This design comes from an exercise in tuning for small area, a short achievable clock period and few clock cycles on the open sky130 flow, not from production work. Function was checked by simulation only, so behaviour that the tests miss may differ from the original. No activity file was given, so power comes from the tool's default toggle rates.

## run 1
## my_cpu
module my_cpu(input clk, reset,
output [5:0] address,
output memWr,
output [7:0] writedata,
input [7:0] readdata, IN,
output [7:0] OUT,
output halt
);
clock: 5.0 ns
lec_check: 0
abc_area: 1
cap_margin: 20
core_margin: 2
core_utilization: 40
slew_margin: 20
run.sh (not shown) runs the stock make flow with config.mk's settings and CLKGATE_MAP_FILE= SYNTH_SCRIPT=/design/flow/synth_recipe.tcl, a recipe that flattens the netlist after the stock synthesis.
Testbench counts of run 1, summed over its fixed seeds: cycles 27,619.
Input-level comparison between run 2 and run 1:
- removing ABC_AREA (formerly 1)
- setting SETUP_SLACK_MARGIN to 2.0 for the first time
[summary]
- In summary, run 2 completed successfully, with a layout that passed the timing, design-rule and antenna checks.
- On final worst-path cycle share, the lower figure sits with run 2, not run 1.
- The classification of the worst setup path comes out in -> reg in one run and reg -> reg in the other, namely in run 1 and run 2 respectively.
- Non-clock buffer instance count of the final layout ends up higher on run 2.
- Taking run 1 as the reference, in run 2 fraction of power consumed by the clock network went down by 0.7 points, global-route usage saw an increase, core occupancy in the finished layout shows an increase of 3.4 points, number of cells in the finished layout apart from fillers now smaller.
Modified inputs, run 3 compared to run 2
- a deleted SETUP_SLACK_MARGIN that had been 2.0
Notes after the runs:
Run 3 reached the final stage; the timing, design-rule and antenna checks on its layout passed.
Looking at slack of the critical path across run 2 and run 3, the one that comes out lower is run 3.
met2 layer usage reported by global route is higher on run 2
Relative to run 2, the fraction of standard cell area that is sequential of run 3 is higher by 2.6 points.
Area fraction of clock buffers and clock inverters of run 3 is on par with run 2.
The capture point of the critical path comes out pc[5]$_SDFFE_PP0P_ in one run and a[7]$_SDFFE_PP0P_ in the other, namely in run 3 and run 2 respectively.
Going from run 2 to run 3, maximum operating frequency down about 20%; switching part of the total power went down by 1.4 points; final instance count without filler cells lower; power after layout lost 6.6%.
Run 2 ended up with reg -> reg as its worst setup path category; run 3 ended up with in -> reg.

========
The RTL this note starts from:
==> flow/design.v <==
module fastadd #(parameter N = 8)
(input [N-1:0] x, y,
input ci,
output [N-1:0] s);
reg [N:0] G, P;
integer i, d;
always @(*) begin
	G[0] = ci;
	P[0] = 1'b0;
	for (i = 0; i < N; i = i + 1) begin
		G[i+1] = x[i] & y[i];
		P[i+1] = x[i] ^ y[i];
	end
	for (d = 1; d <= N; d = d * 2)
		for (i = N; i >= d; i = i - 1) begin
			G[i] = G[i] | (P[i] & G[i-d]);
			P[i] = P[i] & P[i-d];
		end
end
assign s = x ^ y ^ G[N-1:0];
endmodule
module alu8
(input [7:0] x, y,
input ci, ce,
input [3:0] t,
output [7:0] s);
reg [8:0] G, P;
integer i, d;
always @(*) begin
	G[0] = ci;
	P[0] = 1'b0;
	for (i = 0; i < 8; i = i + 1) begin
		G[i+1] = ce & x[i] & y[i];
		P[i+1] = ce & (x[i] | y[i]);
	end
	for (d = 1; d <= 8; d = d * 2)
		for (i = 8; i >= d; i = i - 1) begin
			G[i] = G[i] | (P[i] & G[i-d]);
			P[i] = P[i] & P[i-d];
		end
end
reg [7:0] f;
always @(*)
	for (i = 0; i < 8; i = i + 1)
		f[i] = t[{y[i], x[i]}];
assign s = f ^ G[7:0];
endmodule
module my_cpu(input clk, reset,
output [5:0] address,
output memWr,
output [7:0] writedata,
input [7:0] readdata, IN,
output [7:0] OUT,
output halt
);
reg [5:0] pc;
reg [7:0] a;
reg [7:0] outr;
reg [7:0] ir;       
reg       ev;       
reg       xz, xinv, cin, ce, land, lor;   
reg [7:0] rsel;     
reg [7:0] rf [0:7];
reg       haltr;
reg       s_ldi, s_jmp, s_rel, s_ldm, s_stm, s_dld, s_dst;
wire s_d   = s_dld | s_dst;
wire fetch = ~(s_ldi | s_jmp | s_rel | s_ldm | s_stm | s_d | haltr);
assign address   = pc;
assign memWr     = s_dst;
assign writedata = a;
assign OUT       = outr;
assign halt      = haltr;
wire [3:0] eh = ir[7:4];
reg  [7:0] rv;
integer k;
always @(*) begin
	rv = 8'd0;
	for (k = 0; k < 8; k = k + 1)
		rv = rv | ({8{rsel[k]}} & rf[k]);
end
wire e_lda = ev & (eh == 4'h1);
wire e_sta = ev & (eh == 4'h2);
wire e_and = ev & (eh == 4'hA);
wire e_or  = ev & (eh == 4'hB);
wire e_add = ev & (eh == 4'hC);
wire e_sub = ev & (eh == 4'hD);
wire e_e   = ev & (eh == 4'hE) & ~ir[3] & ~(ir[2] & ir[1]);
wire e_not = e_e & (ir[2:0] == 3'd0);
wire e_inc = e_e & (ir[2:0] == 3'd1);
wire e_dec = e_e & (ir[2:0] == 3'd2);
wire e_shl = e_e & (ir[2:0] == 3'd3);
wire e_shr = e_e & (ir[2:0] == 3'd4);
wire e_ror = e_e & (ir[2:0] == 3'd5);
wire e_in  = ev & (ir == 8'hF0);
wire e_out = ev & (ir == 8'hF1);
wire e_aw = e_lda | e_and | e_or | e_add | e_sub | e_e | e_in;
wire       e_alu = e_lda | e_and | e_or | e_add | e_sub | e_not | e_inc | e_dec;
wire [7:0] x = (a & {8{~xz}}) ^ {8{xinv}};
wire [7:0] alu;
wire [3:0] tt = land ? 4'b1000 : lor ? 4'b1110 : (xinv & ce) ? 4'b1001 : 4'b0110;
alu8 alu0(x, rv, cin, ce, tt, alu);
wire       a_mem = s_ldi | s_dld;
wire       a_hold = ~(e_aw | a_mem);
wire [7:0] ares = ({8{e_alu}} & alu)
                | ({8{e_shl}} & {a[6:0], 1'b0})
                | ({8{e_shr}} & {1'b0, a[7:1]})
                | ({8{e_ror}} & {a[0], a[7:1]})
                | ({8{e_in}} & IN)
                | ({8{a_mem}} & readdata)
                | ({8{a_hold}} & a);
always @(posedge clk)
	for (k = 0; k < 8; k = k + 1)
		if (e_sta & rsel[k])
			rf[k] <= a;
wire az = (a == 8'd0);
function take;
	input [7:0] op;
	input z, n;
	case (op[7:4])
		4'h7:    take = z;
		4'h8:    take = ~z;
		4'h9:    take = ~n & ((op[3:0] != 4'd0) | ~z);
		default: take = 1'b1;
	endcase
endfunction
wire [3:0] fh = readdata[7:4];
wire       flo0 = (readdata[3:0] == 4'd0);
wire       f_br = (fh[3:2] == 2'b01 & fh[1]) | (fh[3:2] == 2'b10 & ~fh[1]);
wire f_ldm  = (readdata == 8'h30);
wire f_stm  = (readdata == 8'h40);
wire f_ldi  = (readdata == 8'h50);
wire f_halt = (readdata == 8'hF2);
wire f_e    = ~f_br & ~f_ldm & ~f_stm & ~f_ldi & ~f_halt;
wire f_add  = (fh == 4'hC);
wire f_sub  = (fh == 4'hD);
wire f_inc  = (readdata == 8'hE1);
wire f_dec  = (readdata == 8'hE2);
wire f_not  = (readdata == 8'hE0);
wire f_reg  = (fh == 4'h1) | (fh == 4'h2) | (fh[3:2] == 2'b10 & fh[1]) | (fh[3:2] == 2'b11 & ~fh[1]);
wire       j_take = take(ir, az, a[7]);
wire [5:0] pc1 = pc + 6'd1;
wire [5:0] pcrel;
fastadd #(6) reladd(pc, {{3{ir[3]}}, ir[2:0] ^ {3{ir[3]}}}, ir[3], pcrel);
wire p_inc  = fetch | s_ldi | (s_jmp & ~j_take);
wire p_rd   = (s_jmp & j_take) | s_ldm | s_stm;
wire p_rel  = s_rel & j_take;
wire p_hold = haltr | (s_rel & ~j_take);
wire [5:0] pcn = ({6{p_inc}} & pc1)
               | ({6{p_rel}} & pcrel)
               | ({6{p_rd}} & readdata[5:0])
               | ({6{s_d}} & ir[5:0])
               | ({6{p_hold}} & pc);
always @(posedge clk) begin
	if (s_ldm | s_stm)
		ir <= {2'b00, pc1};
	else
		ir <= readdata;
	rsel <= f_reg ? (8'd1 << readdata[2:0]) : 8'd0;
	xz   <= (fh == 4'h1);
	xinv <= f_sub | f_dec | f_not;
	cin  <= f_inc | f_dec;
	ce   <= f_add | f_sub | f_inc | f_dec;
	land <= (fh == 4'hA);
	lor  <= (fh == 4'hB);
	if (reset) begin
		pc <= 6'd0;
		a <= 8'd0;
		outr <= 8'd0;
		ev <= 1'b0;
		haltr <= 1'b0;
		s_ldi <= 1'b0; s_jmp <= 1'b0; s_rel <= 1'b0; s_ldm <= 1'b0; s_stm <= 1'b0;
		s_dld <= 1'b0; s_dst <= 1'b0;
	end else begin
		a <= ares;
		pc <= pcn;
		if (e_out) outr <= a;
		ev    <= fetch & f_e;
		haltr <= haltr | (fetch & f_halt);
		s_ldi <= fetch & f_ldi;
		s_ldm <= fetch & f_ldm;
		s_stm <= fetch & f_stm;
		s_jmp <= fetch & f_br & flo0;
		s_rel <= fetch & f_br & ~flo0;
		s_dld <= s_ldm;
		s_dst <= s_stm;
	end
end
endmodule
export LEC_CHECK = 0
export CAP_MARGIN = 20
export CORE_MARGIN = 2
export CORE_UTILIZATION = 40
export SETUP_SLACK_MARGIN = 2.8
export SLEW_MARGIN = 20
export SYNTH_HIERARCHICAL = 1
export SYNTH_MINIMUM_KEEP_SIZE = 0
export TNS_END_PERCENT = 0
create_clock -name core_clock -period 5.0 [get_ports {clk}]
standard.sh (not shown) runs the stock make flow with config.mk's settings and CLKGATE_MAP_FILE= SYNTH_SCRIPT=/design/flow/synth_recipe.tcl, a recipe that flattens the netlist after the stock synthesis.
==> flow/flow/run.sh <==
#!/bin/bash
# Standard layout, with two changes: plain buffers on the ports instead of the
# delay-cell buffers buffer_ports picks by default, and a clock tree of
# {sky130_fd_sc_hd__clkbuf_4 sky130_fd_sc_hd__clkbuf_8} cells with no dummy loads.
set -euo pipefail
export BUFFER_PORTS_ARGS="-buffer_cell sky130_fd_sc_hd__buf_1"
export CTS_ARGS="-sink_clustering_enable -repair_clock_nets -buf_list {sky130_fd_sc_hd__clkbuf_4 sky130_fd_sc_hd__clkbuf_8} -dont_use_dummy_load -sink_clustering_size 30 -sink_clustering_max_diameter 80"
bash standard.sh > standard.log 2>&1
The first run completed with no timing, DRC or antenna violations.
Testbench counts at the start, summed over its fixed seeds: cycles 27,699.
Edit:
==> flow/flow/run.sh (replaced) <==
#!/bin/bash
# Standard layout, but with plain buffers on the ports instead of the
# delay-cell buffers buffer_ports picks by default.
set -euo pipefail
export BUFFER_PORTS_ARGS="-buffer_cell sky130_fd_sc_hd__buf_1"
bash standard.sh > standard.log 2>&1
--- a/flow/config.mk
+++ b/flow/config.mk
@@ -10,3 +10,5 @@
 export CORE_UTILIZATION = 40
-export SETUP_SLACK_MARGIN = 2.8
+export CTS_BUF_LIST = sky130_fd_sc_hd__clkbuf_8
+export CTS_CLUSTER_SIZE = 40
+export SETUP_SLACK_MARGIN = 2.9
 export SLEW_MARGIN = 20
@@ -14,2 +16,2 @@
 export SYNTH_MINIMUM_KEEP_SIZE = 0
-export TNS_END_PERCENT = 0
+export TNS_END_PERCENT = 10
=> Final area goes up by 7.2%; routed wire length goes up by 3.3%; total power is higher by 16%; sequential share of layout area shrinks by 2.7 points; first-iteration DRC count goes up by 71%.
Edit:
==> flow/flow/run.sh (replaced) <==
#!/bin/bash
# Standard layout, with two changes: plain buffers on the ports instead of the
# delay-cell buffers buffer_ports picks by default, and a clock tree of
# clkbuf_4 cells with larger sink clusters and no dummy loads.
set -euo pipefail
export BUFFER_PORTS_ARGS="-buffer_cell sky130_fd_sc_hd__buf_1"
export CTS_ARGS="-sink_clustering_enable -repair_clock_nets -buf_list sky130_fd_sc_hd__clkbuf_4 -dont_use_dummy_load -sink_clustering_size 30 -sink_clustering_max_diameter 80"
bash standard.sh > standard.log 2>&1
--- a/flow/config.mk
+++ b/flow/config.mk
@@ -10,5 +10,3 @@
 export CORE_UTILIZATION = 40
-export CTS_BUF_LIST = sky130_fd_sc_hd__clkbuf_8
-export CTS_CLUSTER_SIZE = 40
-export SETUP_SLACK_MARGIN = 2.9
+export SETUP_SLACK_MARGIN = 2.8
 export SLEW_MARGIN = 20
=> Core utilization is lower by 3.1 points. Register-to-register slack hardly moves. Cell count goes down by 2.8%. Area after synthesis is unchanged. Global-route usage decreases by 0.10 points. Combinational power decreases by about 3%. Clock power is lower by 51%. Worst setup slack is better by 0.0083 ns. Clock-buffer cell count is unchanged. Fmax rises by 0.38%.
Edit:
==> flow/flow/run.sh (replaced) <==
#!/bin/bash
# Standard layout, but with plain buffers on the ports instead of the
# delay-cell buffers buffer_ports picks by default.
set -euo pipefail
export BUFFER_PORTS_ARGS="-buffer_cell sky130_fd_sc_hd__buf_1"
bash standard.sh > standard.log 2>&1
--- a/flow/config.mk
+++ b/flow/config.mk
@@ -10,3 +10,5 @@
 export CORE_UTILIZATION = 40
-export SETUP_SLACK_MARGIN = 2.8
+export CTS_BUF_LIST = sky130_fd_sc_hd__clkbuf_8
+export CTS_CLUSTER_SIZE = 40
+export SETUP_SLACK_MARGIN = 2.7
 export SLEW_MARGIN = 20
The new run ran to the end with no violations.
Worst setup slack degrades by 0.12 ns.
Sequential cell count is unchanged.
Register-to-register slack degrades by 0.12 ns.
Power rose by 22%.
Final area rose by 2.4%.
Die area does not change.
Final cell count rose by 1.8%.
Hold slack degrades by 0.012 ns.
Routed wire length rose by 0.40%.
Combinational power fell by about 7%.
Critical path depth rose by 4.

## port drivers added, routing unchanged
The flow's constraints put no driver on any port. The routed layouts listed below were extracted and timed again, unchanged, in two steps. Step 1 sets driving cells, clkbuf_16 on the clock port and buf_2 on the other inputs (assumed; they add their load-dependent delay and slew). Step 2 moves the port delays by t, midway between the first and last clock arrival at a register: inputs arrive t later, outputs are due t later. That takes back most of the time a late clock gives input paths. Slacks: no drivers / after step 1 / after step 2; pairs: no drivers / after step 1.
| run | t, ns | slack for setup (ns) | worst register clock-pin slew, ns | worst slew at a driven data input, ns | cell pins on the clock port's net |
|---|---|---|---|---|---|
| run 1 | 0.393 | 1.410 / 1.429 / 1.036 | 0.08 / 0.08 | 0.03 | 1 |
| run 2 | 0.404 | 1.881 / 1.881 / 1.606 | 0.07 / 0.07 | 0.06 | 1 |
| run 3 | 0.400 | 1.073 / 1.098 / 0.698 | 0.07 / 0.07 | 0.04 | 1 |
| the first run of note 2 | 0.442 | 2.707 / 2.707 / 2.506 | 0.08 / 0.08 | 0.04 | 1 |
| the second run of note 2 | 0.465 | 2.782 / 2.782 / 2.437 | 0.07 / 0.07 | 0.04 | 1 |
| the third run of note 2 | 0.524 | 2.790 / 2.790 / 2.482 | 0.12 / 0.12 | 0.04 | 1 |
| the fourth run of note 2 | 0.453 | 2.674 / 2.674 / 2.513 | 0.08 / 0.08 | 0.04 | 1 |
After both steps every run listed still meets setup and hold. The setup slack of run 3, which loses most, moves by +0.025 ns with the drivers and by -0.375 ns with both steps.
